Background: an optimization exercise with open tools, aiming at small area and a short achievable clock period. Do not read the settings as production practice.

==> v9: inputs <==
// axis_eth_fcs
module axis_eth_fcs
(
    input  wire        clk,
    input  wire        rst,
    input  wire [127:0]  input_axis_tdata,
    input  wire [15:0]   input_axis_tstrb,
    input  wire          input_axis_tvalid,
    output wire          input_axis_tready,
    input  wire          input_axis_tlast,
    output wire [31:0] output_fcs,
    output wire        output_fcs_valid
);
Settings: LEC_CHECK=0, CAP_MARGIN=20, CORE_MARGIN=2, CORE_UTILIZATION=40, SETUP_SLACK_MARGIN=0.3, SLEW_MARGIN=20; clock period 16.0 ns.
standard.sh (not shown) runs the stock make flow with config.mk's settings and CLKGATE_MAP_FILE= SYNTH_SCRIPT=/design/flow/synth_recipe.tcl, a recipe that flattens the netlist after the stock synthesis.
==> flow/flow/run.sh <==
#!/bin/bash
set -euo pipefail
cd "$(dirname "$0")/.."
if [[ -f flow/extra.mk ]]; then cat flow/extra.mk >> config.mk; fi
mapfile -t ARGS < <(grep -v '^\s*$' flow/args.txt)
bash standard.sh synth > flow_synth.log 2>&1
bash standard.sh "${ARGS[@]}" finish > flow_finish.log 2>&1
==> flow/flow/args.txt <==
SETUP_SLACK_MARGIN=9.25
BUFFER_PORTS_ARGS=-buffer_cell sky130_fd_sc_hd__buf_2
==> flow/flow/extra.mk <==
export DONT_USE_CELLS += sky130_fd_sc_hd__xor3_1 sky130_fd_sc_hd__xor3_2 sky130_fd_sc_hd__xor3_4 sky130_fd_sc_hd__xnor3_1 sky130_fd_sc_hd__xnor3_2 sky130_fd_sc_hd__xnor3_4
==> inputs of v17, as changes to v9 <==
--- a/flow/design.v
+++ b/flow/design.v
@@ -8,19 +8,20 @@
     input  wire          input_axis_tvalid,
     output wire          input_axis_tready,
     input  wire          input_axis_tlast,
     output wire [31:0] output_fcs,
     output wire        output_fcs_valid
 );
 reg [31:0] crc_raw;
-reg crc_pad;
+reg [1:0] crc_pad;
 reg crc_restart;
 reg fcs_valid_reg;
 wire [15:0] s = input_axis_tstrb;
-wire [31:0] u1;
+wire [31:0] crc;
+wire [31:0] u1, y1, u2;
 wire p32 = crc_raw[27] ^ crc_raw[29];
 wire p33 = crc_raw[28] ^ crc_raw[30];
 wire p34 = crc_raw[25] ^ crc_raw[31];
 wire p35 = crc_raw[26] ^ p33;
 wire p36 = crc_raw[24] ^ p32;
 wire p37 = p34 ^ p36;
 wire p38 = crc_raw[26] ^ crc_raw[31];
@@ -62,58 +63,109 @@
 assign u1[25] = crc_raw[17] ^ crc_raw[29] ^ p41;
 assign u1[26] = crc_raw[18] ^ p34 ^ p47;
 assign u1[27] = crc_raw[19] ^ p36 ^ p42;
 assign u1[28] = crc_raw[20] ^ p41;
 assign u1[29] = crc_raw[21] ^ p32 ^ p34;
 assign u1[30] = crc_raw[22] ^ p35 ^ p37;
 assign u1[31] = crc_raw[23] ^ p41;
-wire [31:0] crc = crc_pad ? u1 : crc_raw;
+assign y1 = crc_pad[0] ? u1 : crc_raw;
+wire q32 = y1[19] ^ y1[21];
+wire q33 = y1[20] ^ y1[22];
+wire q34 = y1[17] ^ y1[23];
+wire q35 = y1[18] ^ y1[24];
+wire q36 = y1[16] ^ y1[28];
+wire q37 = y1[25] ^ y1[27];
+wire q38 = y1[26] ^ y1[29];
+wire q39 = y1[30] ^ q32;
+wire q40 = y1[31] ^ q33;
+wire q41 = y1[24] ^ y1[30];
+wire q42 = q34 ^ q39;
+wire q43 = y1[25] ^ q35;
+wire q44 = y1[23] ^ y1[29];
+wire q45 = y1[19] ^ y1[26];
+wire q46 = y1[28] ^ q40;
+wire q47 = y1[20] ^ y1[31];
+wire q48 = y1[22] ^ y1[31];
+wire q49 = y1[24] ^ y1[27];
+wire q50 = q36 ^ q40;
+wire q51 = y1[16] ^ q35;
+wire q52 = q32 ^ q34;
+wire q53 = q36 ^ q37;
+wire q54 = y1[17] ^ y1[28];
+wire q55 = q35 ^ q38;
+wire q56 = q37 ^ q39;
+wire q57 = q41 ^ q45;
+wire q58 = y1[21] ^ q37;
+wire q59 = y1[17] ^ q36;
+wire q60 = y1[30] ^ q34;
+wire q61 = y1[21] ^ q49;
+wire q62 = y1[27] ^ y1[29];
+wire q63 = y1[19] ^ y1[20];
+wire q64 = y1[25] ^ q63;
+wire q65 = y1[16] ^ q42;
+wire q66 = y1[23] ^ q38;
+wire q67 = y1[18] ^ q38;
+wire q68 = q40 ^ q51;
+assign u2[0] = q52 ^ q53;
+assign u2[1] = q33 ^ q54 ^ q55;
+assign u2[2] = y1[18] ^ q44 ^ q56;
+assign u2[3] = q46 ^ q57;
+assign u2[4] = q44 ^ q47 ^ q58;
+assign u2[5] = y1[21] ^ y1[22] ^ y1[26] ^ y1[28] ^ q41;
+assign u2[6] = y1[29] ^ q32 ^ q48 ^ q59;
+assign u2[7] = y1[18] ^ y1[29] ^ q33 ^ q60;
+assign u2[8] = y1[23] ^ y1[31] ^ q35 ^ q39;
+assign u2[9] = q34 ^ q50 ^ q61;
+assign u2[10] = y1[19] ^ y1[22] ^ q51 ^ q62;
+assign u2[11] = y1[28] ^ q60 ^ q64;
+assign u2[12] = y1[21] ^ q47 ^ q55;
+assign u2[13] = y1[22] ^ q56;
+assign u2[14] = y1[23] ^ y1[26] ^ q46;
+assign u2[15] = q44 ^ q61;
+assign u2[16] = y1[0] ^ y1[22] ^ q49 ^ q65;
+assign u2[17] = y1[1] ^ q34 ^ q43 ^ q46;
+assign u2[18] = y1[2] ^ q32 ^ q43 ^ q66;
+assign u2[19] = y1[3] ^ q33 ^ q37 ^ q57;
+assign u2[20] = y1[4] ^ y1[16] ^ y1[17] ^ q45 ^ q47;
+assign u2[21] = y1[5] ^ y1[18] ^ y1[23] ^ q36 ^ q64;
+assign u2[22] = y1[6] ^ y1[20] ^ y1[24] ^ q53 ^ q66;
+assign u2[23] = y1[7] ^ q38 ^ q41 ^ q54 ^ q58;
+assign u2[24] = y1[8] ^ q48 ^ q65 ^ q67;
+assign u2[25] = y1[9] ^ y1[21] ^ y1[30] ^ q43 ^ q50;
+assign u2[26] = y1[10] ^ y1[25] ^ q38 ^ q48 ^ q52;
+assign u2[27] = y1[11] ^ y1[26] ^ q33 ^ q39 ^ q43 ^ q59;
+assign u2[28] = y1[12] ^ q50 ^ q67;
+assign u2[29] = y1[13] ^ q42 ^ q62;
+assign u2[30] = y1[14] ^ q37 ^ q42 ^ q68;
+assign u2[31] = y1[15] ^ y1[26] ^ y1[27] ^ q68;
+assign crc = crc_pad[1] ? u2 : y1;
 assign input_axis_tready = 1'b1;
 assign output_fcs = ~crc;
 assign output_fcs_valid = fcs_valid_reg;
 wire [31:0] c = crc | {32{crc_restart}};
-wire [7:0] sh;
-assign sh[0] = s[14];
-genvar i, v;
-generate
-    for (i = 1; i < 8; i = i + 1) begin : shdec
-        assign sh[i] = s[14-2*i] & ~s[16-2*i];
-    end
-endgenerate
-wire pad = ~s[1] | (s[2] & ~s[3]) | (s[4] & ~s[5]) | (s[6] & ~s[7]) |
-           (s[8] & ~s[9]) | (s[10] & ~s[11]) | (s[12] & ~s[13]) | (s[14] & ~s[15]);
+wire m3 = ~s[8];                      
+wire m2 = s[8] ? ~s[12] : ~s[4];      
+wire pad0 = ~s[1] | (s[2] & ~s[3]) | (s[4] & ~s[5]) | (s[6] & ~s[7]) |
+            (s[8] & ~s[9]) | (s[10] & ~s[11]) | (s[12] & ~s[13]) | (s[14] & ~s[15]);
+wire pad1 = ~s[1] | (s[1] & ~s[2]) | (s[4] & ~s[5]) | (s[5] & ~s[6]) |
+            (s[8] & ~s[9]) | (s[9] & ~s[10]) | (s[12] & ~s[13]) | (s[13] & ~s[14]);
 wire [127:0] dm;
+genvar b;
 generate
-    for (i = 0; i < 16; i = i + 1) begin : mask
-        if (i % 2 == 0) begin : keep
-            assign dm[8*i +: 8] = input_axis_tdata[8*i +: 8];
+    for (b = 0; b < 16; b = b + 1) begin : mask
+        if (b % 4 == 0) begin : keep
+            assign dm[8*b +: 8] = input_axis_tdata[8*b +: 8];
         end else begin : zero
-            assign dm[8*i +: 8] = input_axis_tdata[8*i +: 8] & {8{s[i]}};
+            assign dm[8*b +: 8] = input_axis_tdata[8*b +: 8] & {8{s[b]}};
         end
     end
 endgenerate
 wire [127:0] x0 = dm ^ {96'h0, c};
-wire [127:0] w;
-generate
-    for (v = 0; v < 8; v = v + 1) begin : win
-        wire [16*(v+1)-1:0] terms;
-        for (i = 0; i <= v; i = i + 1) begin : term
-            assign terms[16*i +: 16] = x0[16*(v-i) +: 16] & {16{sh[i]}};
-        end
-        for (i = 0; i < 16; i = i + 1) begin : bitor
-            wire [v:0] col;
-            genvar t;
-            for (t = 0; t <= v; t = t + 1) begin : c
-                assign col[t] = terms[16*t + i];
-            end
-            assign w[16*v + i] = |col;
-        end
-    end
-endgenerate
-wire [31:0] ovf = {16'h0, c[31:16] & {16{sh[7]}}};
+wire [127:0] x1 = m3 ? {x0[63:0], 64'h0} : x0;
+wire [127:0] w  = m2 ? {x1[95:0], 32'h0} : x1;
 wire [31:0] t;
 wire x128 = w[5] ^ w[14];
 wire x129 = w[29] ^ w[75];
 wire x130 = w[33] ^ w[103];
 wire x131 = w[6] ^ w[44];
 wire x132 = w[7] ^ w[36];
 wire x133 = w[8] ^ w[37];
@@ -473,12 +525,12 @@
         if (input_axis_tvalid) begin
             crc_restart <= input_axis_tlast;
         end
     end
 end
 always @(posedge clk) begin
     if (input_axis_tvalid) begin
-        crc_raw <= t ^ ovf;
-        crc_pad <= pad;
+        crc_raw <= t;
+        crc_pad <= {pad1, pad0};
     end
 end
 endmodule
==> inputs of v12, as changes to v9 <==
--- a/flow/design.v
+++ b/flow/design.v
@@ -8,19 +8,20 @@
     input  wire          input_axis_tvalid,
     output wire          input_axis_tready,
     input  wire          input_axis_tlast,
     output wire [31:0] output_fcs,
     output wire        output_fcs_valid
 );
 reg [31:0] crc_raw;
-reg crc_pad;
+reg [1:0] crc_pad;
 reg crc_restart;
 reg fcs_valid_reg;
 wire [15:0] s = input_axis_tstrb;
-wire [31:0] u1;
+wire [31:0] crc;
+wire [31:0] u1, y1, u2;
 wire p32 = crc_raw[27] ^ crc_raw[29];
 wire p33 = crc_raw[28] ^ crc_raw[30];
 wire p34 = crc_raw[25] ^ crc_raw[31];
 wire p35 = crc_raw[26] ^ p33;
 wire p36 = crc_raw[24] ^ p32;
 wire p37 = p34 ^ p36;
 wire p38 = crc_raw[26] ^ crc_raw[31];
@@ -62,58 +63,109 @@
 assign u1[25] = crc_raw[17] ^ crc_raw[29] ^ p41;
 assign u1[26] = crc_raw[18] ^ p34 ^ p47;
 assign u1[27] = crc_raw[19] ^ p36 ^ p42;
 assign u1[28] = crc_raw[20] ^ p41;
 assign u1[29] = crc_raw[21] ^ p32 ^ p34;
 assign u1[30] = crc_raw[22] ^ p35 ^ p37;
 assign u1[31] = crc_raw[23] ^ p41;
-wire [31:0] crc = crc_pad ? u1 : crc_raw;
+assign y1 = crc_pad[0] ? u1 : crc_raw;
+wire q32 = y1[19] ^ y1[21];
+wire q33 = y1[20] ^ y1[22];
+wire q34 = y1[17] ^ y1[23];
+wire q35 = y1[18] ^ y1[24];
+wire q36 = y1[16] ^ y1[28];
+wire q37 = y1[25] ^ y1[27];
+wire q38 = y1[26] ^ y1[29];
+wire q39 = y1[30] ^ q32;
+wire q40 = y1[31] ^ q33;
+wire q41 = y1[24] ^ y1[30];
+wire q42 = q34 ^ q39;
+wire q43 = y1[25] ^ q35;
+wire q44 = y1[23] ^ y1[29];
+wire q45 = y1[19] ^ y1[26];
+wire q46 = y1[28] ^ q40;
+wire q47 = y1[20] ^ y1[31];
+wire q48 = y1[22] ^ y1[31];
+wire q49 = y1[24] ^ y1[27];
+wire q50 = q36 ^ q40;
+wire q51 = y1[16] ^ q35;
+wire q52 = q32 ^ q34;
+wire q53 = q36 ^ q37;
+wire q54 = y1[17] ^ y1[28];
+wire q55 = q35 ^ q38;
+wire q56 = q37 ^ q39;
+wire q57 = q41 ^ q45;
+wire q58 = y1[21] ^ q37;
+wire q59 = y1[17] ^ q36;
+wire q60 = y1[30] ^ q34;
+wire q61 = y1[21] ^ q49;
+wire q62 = y1[27] ^ y1[29];
+wire q63 = y1[19] ^ y1[20];
+wire q64 = y1[25] ^ q63;
+wire q65 = y1[16] ^ q42;
+wire q66 = y1[23] ^ q38;
+wire q67 = y1[18] ^ q38;
+wire q68 = q40 ^ q51;
+assign u2[0] = q52 ^ q53;
+assign u2[1] = q33 ^ q54 ^ q55;
+assign u2[2] = y1[18] ^ q44 ^ q56;
+assign u2[3] = q46 ^ q57;
+assign u2[4] = q44 ^ q47 ^ q58;
+assign u2[5] = y1[21] ^ y1[22] ^ y1[26] ^ y1[28] ^ q41;
+assign u2[6] = y1[29] ^ q32 ^ q48 ^ q59;
+assign u2[7] = y1[18] ^ y1[29] ^ q33 ^ q60;
+assign u2[8] = y1[23] ^ y1[31] ^ q35 ^ q39;
+assign u2[9] = q34 ^ q50 ^ q61;
+assign u2[10] = y1[19] ^ y1[22] ^ q51 ^ q62;
+assign u2[11] = y1[28] ^ q60 ^ q64;
+assign u2[12] = y1[21] ^ q47 ^ q55;
+assign u2[13] = y1[22] ^ q56;
+assign u2[14] = y1[23] ^ y1[26] ^ q46;
+assign u2[15] = q44 ^ q61;
+assign u2[16] = y1[0] ^ y1[22] ^ q49 ^ q65;
+assign u2[17] = y1[1] ^ q34 ^ q43 ^ q46;
+assign u2[18] = y1[2] ^ q32 ^ q43 ^ q66;
+assign u2[19] = y1[3] ^ q33 ^ q37 ^ q57;
+assign u2[20] = y1[4] ^ y1[16] ^ y1[17] ^ q45 ^ q47;
+assign u2[21] = y1[5] ^ y1[18] ^ y1[23] ^ q36 ^ q64;
+assign u2[22] = y1[6] ^ y1[20] ^ y1[24] ^ q53 ^ q66;
+assign u2[23] = y1[7] ^ q38 ^ q41 ^ q54 ^ q58;
+assign u2[24] = y1[8] ^ q48 ^ q65 ^ q67;
+assign u2[25] = y1[9] ^ y1[21] ^ y1[30] ^ q43 ^ q50;
+assign u2[26] = y1[10] ^ y1[25] ^ q38 ^ q48 ^ q52;
+assign u2[27] = y1[11] ^ y1[26] ^ q33 ^ q39 ^ q43 ^ q59;
+assign u2[28] = y1[12] ^ q50 ^ q67;
+assign u2[29] = y1[13] ^ q42 ^ q62;
+assign u2[30] = y1[14] ^ q37 ^ q42 ^ q68;
+assign u2[31] = y1[15] ^ y1[26] ^ y1[27] ^ q68;
+assign crc = crc_pad[1] ? u2 : y1;
 assign input_axis_tready = 1'b1;
 assign output_fcs = ~crc;
 assign output_fcs_valid = fcs_valid_reg;
 wire [31:0] c = crc | {32{crc_restart}};
-wire [7:0] sh;
-assign sh[0] = s[14];
-genvar i, v;
-generate
-    for (i = 1; i < 8; i = i + 1) begin : shdec
-        assign sh[i] = s[14-2*i] & ~s[16-2*i];
-    end
-endgenerate
-wire pad = ~s[1] | (s[2] & ~s[3]) | (s[4] & ~s[5]) | (s[6] & ~s[7]) |
-           (s[8] & ~s[9]) | (s[10] & ~s[11]) | (s[12] & ~s[13]) | (s[14] & ~s[15]);
+wire m3 = ~s[8];                      
+wire m2 = s[8] ? ~s[12] : ~s[4];      
+wire pad0 = ~s[1] | (s[2] & ~s[3]) | (s[4] & ~s[5]) | (s[6] & ~s[7]) |
+            (s[8] & ~s[9]) | (s[10] & ~s[11]) | (s[12] & ~s[13]) | (s[14] & ~s[15]);
+wire pad1 = ~s[1] | (s[1] & ~s[2]) | (s[4] & ~s[5]) | (s[5] & ~s[6]) |
+            (s[8] & ~s[9]) | (s[9] & ~s[10]) | (s[12] & ~s[13]) | (s[13] & ~s[14]);
 wire [127:0] dm;
+genvar b;
 generate
-    for (i = 0; i < 16; i = i + 1) begin : mask
-        if (i % 2 == 0) begin : keep
-            assign dm[8*i +: 8] = input_axis_tdata[8*i +: 8];
+    for (b = 0; b < 16; b = b + 1) begin : mask
+        if (b % 4 == 0) begin : keep
+            assign dm[8*b +: 8] = input_axis_tdata[8*b +: 8];
         end else begin : zero
-            assign dm[8*i +: 8] = input_axis_tdata[8*i +: 8] & {8{s[i]}};
+            assign dm[8*b +: 8] = input_axis_tdata[8*b +: 8] & {8{s[b]}};
         end
     end
 endgenerate
 wire [127:0] x0 = dm ^ {96'h0, c};
-wire [127:0] w;
-generate
-    for (v = 0; v < 8; v = v + 1) begin : win
-        wire [16*(v+1)-1:0] terms;
-        for (i = 0; i <= v; i = i + 1) begin : term
-            assign terms[16*i +: 16] = x0[16*(v-i) +: 16] & {16{sh[i]}};
-        end
-        for (i = 0; i < 16; i = i + 1) begin : bitor
-            wire [v:0] col;
-            genvar t;
-            for (t = 0; t <= v; t = t + 1) begin : c
-                assign col[t] = terms[16*t + i];
-            end
-            assign w[16*v + i] = |col;
-        end
-    end
-endgenerate
-wire [31:0] ovf = {16'h0, c[31:16] & {16{sh[7]}}};
+wire [127:0] x1 = m3 ? {x0[63:0], 64'h0} : x0;
+wire [127:0] w  = m2 ? {x1[95:0], 32'h0} : x1;
 wire [31:0] t;
 wire x128 = w[5] ^ w[14];
 wire x129 = w[29] ^ w[75];
 wire x130 = w[33] ^ w[103];
 wire x131 = w[6] ^ w[44];
 wire x132 = w[7] ^ w[36];
 wire x133 = w[8] ^ w[37];
@@ -473,12 +525,12 @@
         if (input_axis_tvalid) begin
             crc_restart <= input_axis_tlast;
         end
     end
 end
 always @(posedge clk) begin
     if (input_axis_tvalid) begin
-        crc_raw <= t ^ ovf;
-        crc_pad <= pad;
+        crc_raw <= t;
+        crc_pad <= {pad1, pad0};
     end
 end
 endmodule
==> flow/flow/args.txt (replaced) <==
SETUP_SLACK_MARGIN=8.5
BUFFER_PORTS_ARGS=-buffer_cell sky130_fd_sc_hd__buf_2
==> comparison table <==
item                                                                               v12                   v9                  v17
Outcome                                                                 finished clean       finished clean       finished clean
Number of sinks handled by clock tree synthesis                                     36                   35                   36
Utilization of the core after routing                                           45.32%               51.60%               49.31%
Final hold slack                                                             0.9753 ns             1.092 ns            0.9813 ns
Setup ws final                                                                8.417 ns             8.870 ns             9.225 ns
Placement-stage cell area                                                 0.01880 mm^2         0.01754 mm^2         0.01880 mm^2
Final critical-path required period                                           7.583 ns             7.130 ns             6.775 ns
Chip Width                                                                    211.8 um             203.6 um             211.8 um
Clock-pin slew on the worst setup and hold paths                               0.06 ns              0.07 ns              0.06 ns
Die outline height                                                            211.8 um             203.6 um             211.8 um
Post-CTS resize count                                                               17                  191                  146
Vias in the first global route                                                  16,181               17,371               16,544
Number of antenna violations at the first check in global routing                    0                    1                    1
Post-DP HPWL                                                                  78.38 mm             84.19 mm             78.38 mm
Met1 wire length                                                              36.18 mm             39.80 mm             35.86 mm
Vias per Instance                                                                5.674                6.783                5.751
Post-synthesis simple-gate area fraction                                        12.26%               13.08%               12.26%
Sequential cells                                                                    36                   35                   36
Crit. Startpoint                                                   input_axis_tstrb[4]  input_axis_tstrb[1]  input_axis_tstrb[3]
Layout cell share with drive strength beyond 1                                  19.46%               28.53%               26.38%
No run of this note included a check of the RTL's function; only the layout flow was run.

-- separate check: timing with driven ports --
The flow's constraints put no driver on any port. The routed layouts listed below were extracted and timed again, unchanged, in two steps.
Step 1, drivers: a clkbuf_16 drives clk and a buf_2 each remaining input, both assumed.
Step 2 times the ports against the registers' clock, not the clock port: input delays grow and output delays shrink by t, the midpoint of the rising clock arrivals with the driver on.
Slacks: ideal ports / drivers / drivers and shift; pairs: ideal ports / drivers.
run	shift t [ns]	setup WS [ns]	worst setup path after step 2	worst slew at a driven data input, ns
v9	0.345	8.870 / 8.898 / 8.554	input to register	0.10
v17	0.330	9.225 / 9.243 / 8.913	input to register	0.06
v12	0.332	8.417 / 8.437 / 8.106	input to register	0.06
After both steps setup and hold are still met in every run listed. For v9, which loses most, drivers alone change the setup slack by +0.028 ns; drivers and shift together by -0.316 ns.
